What follows belongs to an exercise in optimizing a design on an open flow for small area, a short achievable clock period and few clock cycles per item; a production flow would make more cautious choices.
In this exercise RTL edits were held to simulation tests only and were not proved equivalent to the original.
Power figures rest on the tool's default switching activity, not on a simulated workload.

== amber ==
Design JAM, start of the top module:
module JAM (
    input CLK,
    input RST,
    output reg [2:0] W,
    output reg [2:0] J,
    input [6:0] Cost,
    output reg [3:0] MatchCount,
    output reg [9:0] MinCost,
    output reg Valid );
Size: about 2400 cells after synthesis, about 310 flip-flops, roughly 30 I/O pins.
Settings: LEC_CHECK=0, CAP_MARGIN=20, CORE_MARGIN=2, CORE_UTILIZATION=40, CTS_CLUSTER_DIAMETER=80, CTS_CLUSTER_SIZE=30, SLEW_MARGIN=20; clock period 4.0 ns.
run.sh (not shown) runs the stock make flow with config.mk's settings and CLKGATE_MAP_FILE= SYNTH_SCRIPT=/design/flow/synth_recipe.tcl, a recipe that flattens the netlist after the stock synthesis.
amber finished all stages; the layout is clean.
Testbench counts of amber, summed over its fixed seeds: cycles 4,571, tables 18.
#### Input delta (indigo over amber)
Settings: a change of CTS_CLUSTER_DIAMETER from 80 to 100; an added GPL_TIMING_DRIVEN of 0.
Notes after the runs:
- Nothing crashed in indigo and all stages finished; the problem is that the final layout failed, the offending checks being setup timing.
- For indigo, the slowest stage cell on the critical path was sky130_fd_sc_hd__clkbuf_1, unlike amber, where it was sky130_fd_sc_hd__edfxtp_1.
- Taking amber as the reference, in indigo critical path depth increased 1; routed wire length +5.5 mm; clock-buffer cell count now sits lower; met2 capacity usage during global routing went up by 1.7 points.
### indigo -> quartz
Settings: GPL_TIMING_DRIVEN removed (was 0).
Notes after the runs:
Summary of indigo and quartz: one run falls short of a clean finish, namely indigo. Delta(proportion of power drawn by combinational gates, quartz - indigo) < 0. As of quartz, cell area after layout had fallen by a few percent compared to indigo. Est. power | quartz vs indigo | quartz lower. quartz against indigo: highest achievable clock rate saw an increase, placement-stage worst setup slack saw an increase, worst supply voltage drop on vdd saw a decrease, clock share of power saw a decrease. Re count of multi-input combinational gates: no difference whatsoever between indigo and quartz. Lower sequential power was reported by indigo, not quartz. Any difference in required time of the critical path between indigo and quartz is small enough to ignore. Count of plain and timing-repair buffers ended up about 20% lower on quartz than on indigo.
## Diff of input files: nickel against quartz
Settings: removing CTS_CLUSTER_SIZE (formerly 30); removing CTS_CLUSTER_DIAMETER (formerly 100).
### Flow results
In the flow results for nickel and quartz, the normalized max-slew margin is smaller on quartz.
Changes observed in nickel relative to quartz: longest individual stage delay on the worst path decreased by 0.02 ns relative to the old numbers; layout filler cell count saw a decrease; power moved up; clock insertion delay at the later pin of the skew report went down by 0.02 ns.
[nickel] met3 routing resource usage after global routing rose 0.72 points relative to quartz
quartz → nickel: worst setup slack shows a reduction of 0.034 ns, share of the core filled with cells in the final layout shows an increase of 1.4 points, via count shows an increase of 179.
Comparing nickel and quartz, the lower length in cells of the worst reg-to-reg path is on nickel.
Delta(sequential share of layout area, nickel - quartz) < 0


lane 1:
Another version of the RTL of JAM (not shown whole).
Size: ~400 flip-flops, roughly 30 I/O pins, roughly 25000 µm² of cells after synthesis.
clock: 4.0 ns
lec_check: 0
abc_clock_period_in_ps: 2800
cap_margin: 20
core_margin: 2
core_utilization: 40
slew_margin: 20
Lane 1 completed every stage of the flow, and the final layout passed the timing, DRC and antenna checks.
Testbench counts of lane 1, summed over its fixed seeds: cycles 4,571, tables 18.
Here is what was changed in the inputs of lane 2 compared with lane 1.
- an added SETUP_SLACK_MARGIN of 0.6
[summary]
Clock period minus final worst setup slack was lower in lane 2 than in lane 1.
Lane 2 against lane 1: total buffers and inverters traversed by the critical path went down by 1, detailed placer's ending HPWL +960 µm, routed length per placed instance picked up an extra about 2.4%, area of the core now sits at about the same level.
Lane 2 vs lane 1: cell area up by a few percent
Lane 1 and lane 2 ended up with roughly the same global-route met3 utilization.
Comparing area overhead of the layout relative to synthesis for lane 2 and lane 1, the bigger number came from lane 2.
### lane 2 -> lane 3
- ABC_CLOCK_PERIOD_IN_PS: 2800 -> unset
- SETUP_SLACK_MARGIN: 0.6 -> unset
Notes after the runs:
The final layout from lane 3, which completed every stage, passed the timing, DRC and antenna checks at the end of the flow.
Across both runs, overall routed net length was lower for lane 3 than for lane 2.
Looking at via count across both flows, lane 3 is the stronger of the two, with lane 2 trailing.
Post-detailed-route wirelength per cell delta for lane 3 relative to lane 2: 0.57 µm lower


== old ==
JAM, a different RTL version from the one above (not shown whole).
For scale: ~2400 cells after synthesis, roughly 25000 um^2 of cells after synthesis.
make LEC_CHECK=0 CAP_MARGIN=20 CORE_MARGIN=2 CORE_UTILIZATION=40 SETUP_SLACK_MARGIN=1.5 SLEW_MARGIN=20 finish   # period 4.0 ns
old completed every stage of the flow, and the final layout passed the timing, DRC and antenna checks.
Testbench counts of old, summed over its fixed seeds: cycles 6,555, tables 18.
[inputs] new vs old
Settings: ABC_CLOCK_PERIOD_IN_PS: unset -> 2500; SETUP_SLACK_MARGIN: 1.5 -> 1.0.
## What came out
Final instance count without filler cells went down by a few percent going from old to new. Re part of the total power dissipated in combinational logic: old was higher than new. new — via count normalized by instance count about 1.5% lower, old as reference. The core of new is less densely filled than that of old. Compared with old, new shows net switching power of the design lower by about 12%. On global placement routability congestion, old tracks new almost exactly. Min post-layout minimum cycle time across new and old: new. Comparing new and old, the lower global routing met3 resource utilization is on new. The wire length on met3 of new is lower than that of old. Looking only at count of buffers added by post-CTS timing repair for setup, and setting everything else aside, the higher value of new and old goes to old. Looking at final area, new sits below old.


== P ==
Another version of the RTL of JAM (not shown whole).
Size: about 3500 cells after synthesis, roughly 480 flip-flops, ~29000 µm² of cells after synthesis.
==> flow/config.mk <==
export PLATFORM = sky130hd
export DESIGN_NAME = JAM
export DESIGN_NICKNAME = JAM
export VERILOG_FILES = /design/flow/design.v
export SDC_FILE = /design/flow/constraint.sdc
export NUM_CORES = 4
export LEC_CHECK = 0
export ABC_AREA = 1
export CAP_MARGIN = 20
export CORE_MARGIN = 2
export CORE_UTILIZATION = 40
export SLEW_MARGIN = 20
==> flow/constraint.sdc <==
create_clock -name core_clock -period 4.0 [get_ports {CLK}]
set_input_delay 0.8000 -clock core_clock [delete_from_list [all_inputs] [get_ports {CLK}]]
set_output_delay 0.8000 -clock core_clock [all_outputs]
set_load 0.01 [all_outputs]
Testbench counts of P, summed over its fixed seeds: cycles 5,644, tables 18.
For S, these inputs were changed with respect to P:
- removing ABC_AREA (formerly 1)
- setting PLACE_DENSITY to 0.75 for the first time
- changing CORE_UTILIZATION from 40 to 65
Findings:
- Summary of S over P: least setup slack across all paths after layout went up 0.0051 ns, total die area went down 40%, worst slew margin relative to its limit went up 2.5 points, fraction of the mapped netlist area in adder cells went up 0.18 points, total combinational power went up about 10%.
- Diff P -> S: clock network power share has decreased, synthesized cell count went down.


The RTL this note starts from:
==> flow/design.v <==
module JAM (
    input CLK,
    input RST,
    output reg [2:0] W,
    output reg [2:0] J,
    input [6:0] Cost,
    output reg [3:0] MatchCount,
    output reg [9:0] MinCost,
    output reg Valid );
localparam [3:0] S_SCAN = 4'd0,   
                 S_WAIT = 4'd1,   
                 S_A0   = 4'd3,   
                 S_ADJ  = 4'd4,   
                 S_PRU  = 4'd5,   
                 S_DINI = 4'd6,   
                 S_DFS  = 4'd7,   
                 S_DONE = 4'd8;
localparam [1:0] T_NONE = 2'd0, T_SCAN = 2'd1, T_ADJ = 2'd2, T_A0 = 2'd3;
reg [3:0]  cs;
reg        fix;           
reg        wz;            
reg        adj_end;
reg        aug;           
reg [7:0]  wv   [0:7];    
reg [7:0]  mv   [0:7];    
reg [2:0]  way  [0:7];    
reg [2:0]  p    [0:7];    
reg [7:0]  mt;            
reg [7:0]  used;          
reg [2:0]  row;           
reg [3:0]  j0;            
reg [6:0]  dl;            
reg [9:0]  base;          
reg [7:0]  best;          
reg [2:0]  j1;            
reg [2:0]  jj;            
reg [1:0]  s1_tag;
reg [9:0]  s1_cb;         
reg [7:0]  s1_w;          
reg [7:0]  s1_corr;       
reg        s1_wb;
reg [2:0]  s1_col;
reg [1:0]  s2_tag;
reg [7:0]  s2_x;          
reg [7:0]  s2_m;
reg [2:0]  s2_col;
integer q;
function [3:0] next_free;
  input [7:0] u;
  input [3:0] from;
  integer n;
  begin
    next_free = 4'd8;
    for (n = 7; n >= 0; n = n - 1)
      if (!u[n] && n >= from) next_free = n;
  end
endfunction
function [2:0] lowest;
  input [7:0] m;
  integer n;
  begin
    lowest = 3'd0;
    for (n = 7; n >= 0; n = n - 1)
      if (m[n]) lowest = n;
  end
endfunction
function [3:0] nf_next;
  input [7:0] m;
  input [2:0] a;
  integer n;
  begin
    nf_next = 4'd8;
    for (n = 7; n >= 0; n = n - 1)
      if (m[n] && n > a) nf_next = n;
  end
endfunction
function [3:0] nf_prev;
  input [7:0] m;
  input [2:0] a;
  integer n;
  begin
    nf_prev = 4'd8;
    for (n = 0; n < 8; n = n + 1)
      if (m[n] && n < a) nf_prev = n;
  end
endfunction
function [9:0] add10c;
  input [9:0] a, b;
  input       cin;
  reg [9:0] p, g, pp, gg, p2, g2;
  integer i, d;
  begin
    p = a ^ b;
    g = a & b;
    g[0] = g[0] | (p[0] & cin);
    pp = p;
    gg = g;
    for (d = 1; d < 10; d = d * 2) begin
      p2 = pp;
      g2 = gg;
      for (i = 0; i < 10; i = i + 1)
        if (i >= d) begin
          g2[i] = gg[i] | (pp[i] & gg[i - d]);
          p2[i] = pp[i] & pp[i - d];
        end
      pp = p2;
      gg = g2;
    end
    add10c = p ^ {gg[8:0], cin};
  end
endfunction
function [9:0] add3c;
  input [9:0] a, b, c;
  input       cin1, cin2;
  begin
    add3c = add10c(a ^ b ^ c, {(a[8:0] & b[8:0]) | (a[8:0] & c[8:0]) | (b[8:0] & c[8:0]), cin1}, cin2);
  end
endfunction
function lt8;
  input [7:0] a, b;
  reg r, e;
  integer i;
  begin
    r = 1'b0;
    e = 1'b1;
    for (i = 7; i >= 0; i = i - 1) begin
      r = r | (e & ~a[i] & b[i]);
      e = e & ~(a[i] ^ b[i]);
    end
    lt8 = r;
  end
endfunction
wire [3:0]  nf_scan  = next_free(fix ? 8'd0 : used, {1'b0, J} + 4'd1);
wire [3:0]  nf_first = next_free(used, 4'd0);
wire [9:0]  corr10 = add10c({3'd0, dl}, {2'b11, ~mv[J]}, 1'b1);
wire [9:0]  base_a0 = add3c({3'd0, dl}, {2'b11, ~wv[J]}, {3'b111, ~Cost}, 1'b1, 1'b1);
wire [9:0]  wnew10 = add10c({2'd0, s1_w}, {2'd0, s1_corr}, 1'b0);
wire [7:0]  wnew = wnew10[7:0];
wire [9:0]  x2   = add3c(s1_cb, {2'd0, s1_w}, {2'd0, s1_corr}, 1'b0, 1'b0);
wire [7:0]  xsat = s2_x[7] ? 8'hff : s2_x;
wire        xlt  = j0[3] | lt8(xsat, s2_m);
wire        xb   = lt8(xsat, best);
wire        mb   = lt8(s2_m, best);
wire        alt  = lt8(s2_x, best);
wire [7:0]  nmv3 = xlt ? xsat : s2_m;
wire        nbst = xlt ? xb : mb;
wire [7:0]  pbit = 8'd1 << p[s2_col];
wire        nlast = (s2_tag == T_SCAN) & nbst;
wire [7:0]  bestf = nlast ? nmv3 : best;
wire [2:0]  j1f   = nlast ? s2_col : j1;
reg  [7:0]  alive, ina;
integer a, b;
always @(*) begin
  for (a = 0; a < 8; a = a + 1) begin
    ina[a] = 1'b0;
    for (b = 0; b < 8; b = b + 1)
      if (b != a) ina[a] = ina[a] | (mv[b][a] & mt[b]);
    alive[a] = mt[a] & ina[a] & |(mv[a] & mt & ~(8'd1 << a));
  end
end
wire [2:0]  dj      = lowest(best);
wire [7:0]  dused_d = used | (8'd1 << dj);
wire [3:0]  lnext   = nf_next(mt, j1);
wire [2:0]  nf_lo   = lowest(mt);
wire [3:0]  lprev   = nf_prev(mt, j1);
wire [2:0]  cprev   = way[lprev[2:0]];
wire [7:0]  dused_b = used & ~(8'd1 << cprev);
wire [7:0]  gtmask  = 8'hfe << cprev;
wire        ddesc   = !lnext[3] && best != 8'd0;
wire [2:0]  ridx    = (cs == S_DINI) ? nf_lo : ddesc ? lnext[2:0] : lprev[2:0];
wire [7:0]  rrow    = mv[ridx];
always @(posedge CLK) begin
  if (s1_tag != T_NONE && s1_wb) wv[s1_col] <= wnew;
end
always @(posedge CLK or posedge RST) begin
  if (RST) begin
    cs <= S_SCAN;
    W <= 3'd0;
    J <= 3'd0;
    row <= 3'd0;
    j0 <= 4'd8;
    used <= 8'd0;
    mt <= 8'd0;
    dl <= 7'd0;
    base <= 10'd0;
    best <= 8'hff;
    fix <= 1'b1;
    wz <= 1'b1;
    aug <= 1'b0;
    adj_end <= 1'b0;
    s1_tag <= T_NONE;
    s2_tag <= T_NONE;
    MinCost <= 10'd0;
    MatchCount <= 4'd0;
    Valid <= 1'b0;
  end else begin
    s1_tag <= T_NONE;
    s1_cb <= add10c({3'd0, Cost}, base, 1'b0);
    s1_w <= wz ? 8'd0 : wv[J];
    s1_corr <= (fix & used[J]) ? corr10[7:0] : 8'd0;
    s1_wb <= (fix & used[J]) | wz;
    s1_col <= J;
    s2_tag <= s1_tag;
    s2_x <= (|x2[9:8]) ? 8'hff : x2[7:0];
    s2_m <= mv[s1_col];
    s2_col <= s1_col;
    if (s2_tag == T_SCAN) begin
      mv[s2_col] <= nmv3;
      if (!j0[3] && xlt) way[s2_col] <= j0[2:0];
      if (nbst) begin
        best <= nmv3;
        j1 <= s2_col;
      end
    end
    if (s2_tag == T_ADJ) begin
      if (s2_col == 3'd0 || alt) begin
        best <= s2_x;
        mt <= pbit;
      end else if (s2_x == best)
        mt <= mt | pbit;
      if (s2_col == 3'd7) begin
        mv[row] <= alt ? pbit :
                   (s2_x == best) ? (mt | pbit) : mt;
        row <= row + 3'd1;
      end
    end
    if (aug) begin
      if (way[jj] == jj) begin
        p[jj] <= row;
        row <= row + 3'd1;
        MinCost <= MinCost + {3'd0, dl};
        aug <= 1'b0;
      end else begin
        p[jj] <= p[way[jj]];
        jj <= way[jj];
      end
    end
    case (cs)
      S_SCAN: begin
        s1_tag <= T_SCAN;
        if (nf_scan[3]) begin
                cs <= S_WAIT;
        end else
          J <= nf_scan[2:0];
      end
      S_WAIT: begin
        if (s1_tag == T_NONE && adj_end) begin
          mt <= 8'hff;
          cs <= S_PRU;
        end
        else if (s1_tag == T_NONE) begin
          best <= 8'hff;
          dl <= bestf[6:0];
          fix <= 1'b0;
          wz <= 1'b0;
          if (j0[3]) begin
            for (q = 0; q < 8; q = q + 1)
              way[q] <= q;
          end
          if (mt[j1f]) begin
            used <= (fix ? 8'd0 : used) | (8'd1 << j1f);
            j0 <= {1'b0, j1f};
            W <= p[j1f];
            J <= j1f;
            cs <= S_A0;
          end else begin
            if (fix) used <= 8'd0;
            mt[j1f] <= 1'b1;
            jj <= j1f;
            aug <= 1'b1;
            fix <= 1'b1;
            j0 <= 4'd8;
            base <= 10'd0;
            J <= 3'd0;
            if (row == 3'd7) begin
              W <= 3'd0;
              cs <= S_ADJ;
            end else begin
              W <= row + 3'd1;
              cs <= S_SCAN;
            end
          end
        end
      end
      S_A0: begin
        base <= base_a0;
        J <= nf_first[2:0];
        cs <= S_SCAN;
      end
      S_ADJ: if (!aug) begin
        s1_tag <= T_ADJ;
        J <= J + 3'd1;
        if (J == 3'd7) begin
          W <= W + 3'd1;
          fix <= 1'b0;
          if (W == 3'd7) begin
            adj_end <= 1'b1;
                    cs <= S_WAIT;
          end
        end
      end
      S_PRU: begin
        mt <= alive;
        used <= ~alive;
        if (alive == mt) begin
          MatchCount <= 4'd1;
          if (alive == 8'd0) begin
            Valid <= 1'b1;
            cs <= S_DONE;
          end else
            cs <= S_DINI;
        end
      end
      S_DINI: begin
        j1 <= nf_lo;
        best <= rrow & ~used;
        MatchCount <= 4'd0;
        cs <= S_DFS;
      end
      S_DFS: begin
        if (!lnext[3] && best != 8'd0) begin
          way[j1] <= dj;
          used <= dused_d;
          best <= rrow & ~dused_d;
          j1 <= lnext[2:0];
        end else begin
          if (lnext[3] && best != 8'd0) MatchCount <= MatchCount + 4'd1;
          if (lprev[3]) begin
            Valid <= 1'b1;
            cs <= S_DONE;
          end else begin
            used <= dused_b;
            best <= rrow & ~dused_b & gtmask;
            j1 <= lprev[2:0];
          end
        end
      end
      default: ;
    endcase
  end
end
endmodule
clock: 4.0 ns
lec_check: 0
cap_margin: 20
core_margin: 2
core_utilization: 40
cts_cluster_diameter: 100
cts_cluster_size: 25
slew_margin: 20
Edit:
CTS_CLUSTER_DIAMETER = 90   (was 100)
CTS_CLUSTER_SIZE = 35   (was 25)
Effect:
- The new run completed without violations
- sequential power is about the same
- count of clock-buffer cells in the layout is lower by 4
- worst setup slack is better by 33 ps
- maximum frequency is higher by 0.85%

-- afterwards: timing with drivers on the ports --
How much do the figures lean on ideal ports? The routed layouts below were timed once more, with nothing changed but the port constraints.
Step 1 (the two cells are an assumption about what drives the block):
set clk [get_ports {CLK}]
set_driving_cell -lib_cell sky130_fd_sc_hd__clkbuf_16 $clk
set_driving_cell -lib_cell sky130_fd_sc_hd__buf_2 [delete_from_list [all_inputs] $clk]
Step 2, shift: input delay + t, output delay - t, t = (earliest + latest rising clock arrival at the registers) / 2. This alone moves slack from input paths to output paths.
Slacks: ideal / step 1 / step 2; pairs: ideal / step 1.
| run | t, ns | slack for setup (ns) | clock arrival spread, ns |
|---|---|---|---|
| amber | 0.646 | 0.129 / 0.129 / 0.129 | 0.040 / 0.040 |
| indigo | 0.637 | -0.134 / -0.134 / -0.134 | 0.027 / 0.026 |
| quartz | 0.636 | 0.213 / 0.213 / 0.213 | 0.067 / 0.068 |
| nickel | 0.641 | 0.179 / 0.179 / 0.179 | 0.025 / 0.025 |
| lane 1 | 0.657 | 0.215 / 0.215 / 0.215 | 0.022 / 0.022 |
| lane 2 | 0.647 | 0.283 / 0.283 / 0.283 | 0.024 / 0.024 |
| lane 3 | 0.657 | 0.215 / 0.215 / 0.215 | 0.022 / 0.022 |
| old | 0.657 | 0.547 / 0.547 / 0.547 | 0.036 / 0.037 |
| new | 0.658 | 0.577 / 0.577 / 0.577 | 0.034 / 0.034 |
| P | 0.691 | 0.469 / 0.469 / 0.469 | 0.028 / 0.027 |
| S | 0.667 | 0.474 / 0.474 / 0.474 | 0.025 / 0.025 |
| the first run of note 5 | 0.598 | 0.126 / 0.126 / 0.126 | 0.033 / 0.034 |
| the second run of note 5 | 0.615 | 0.159 / 0.159 / 0.159 | 0.044 / 0.043 |
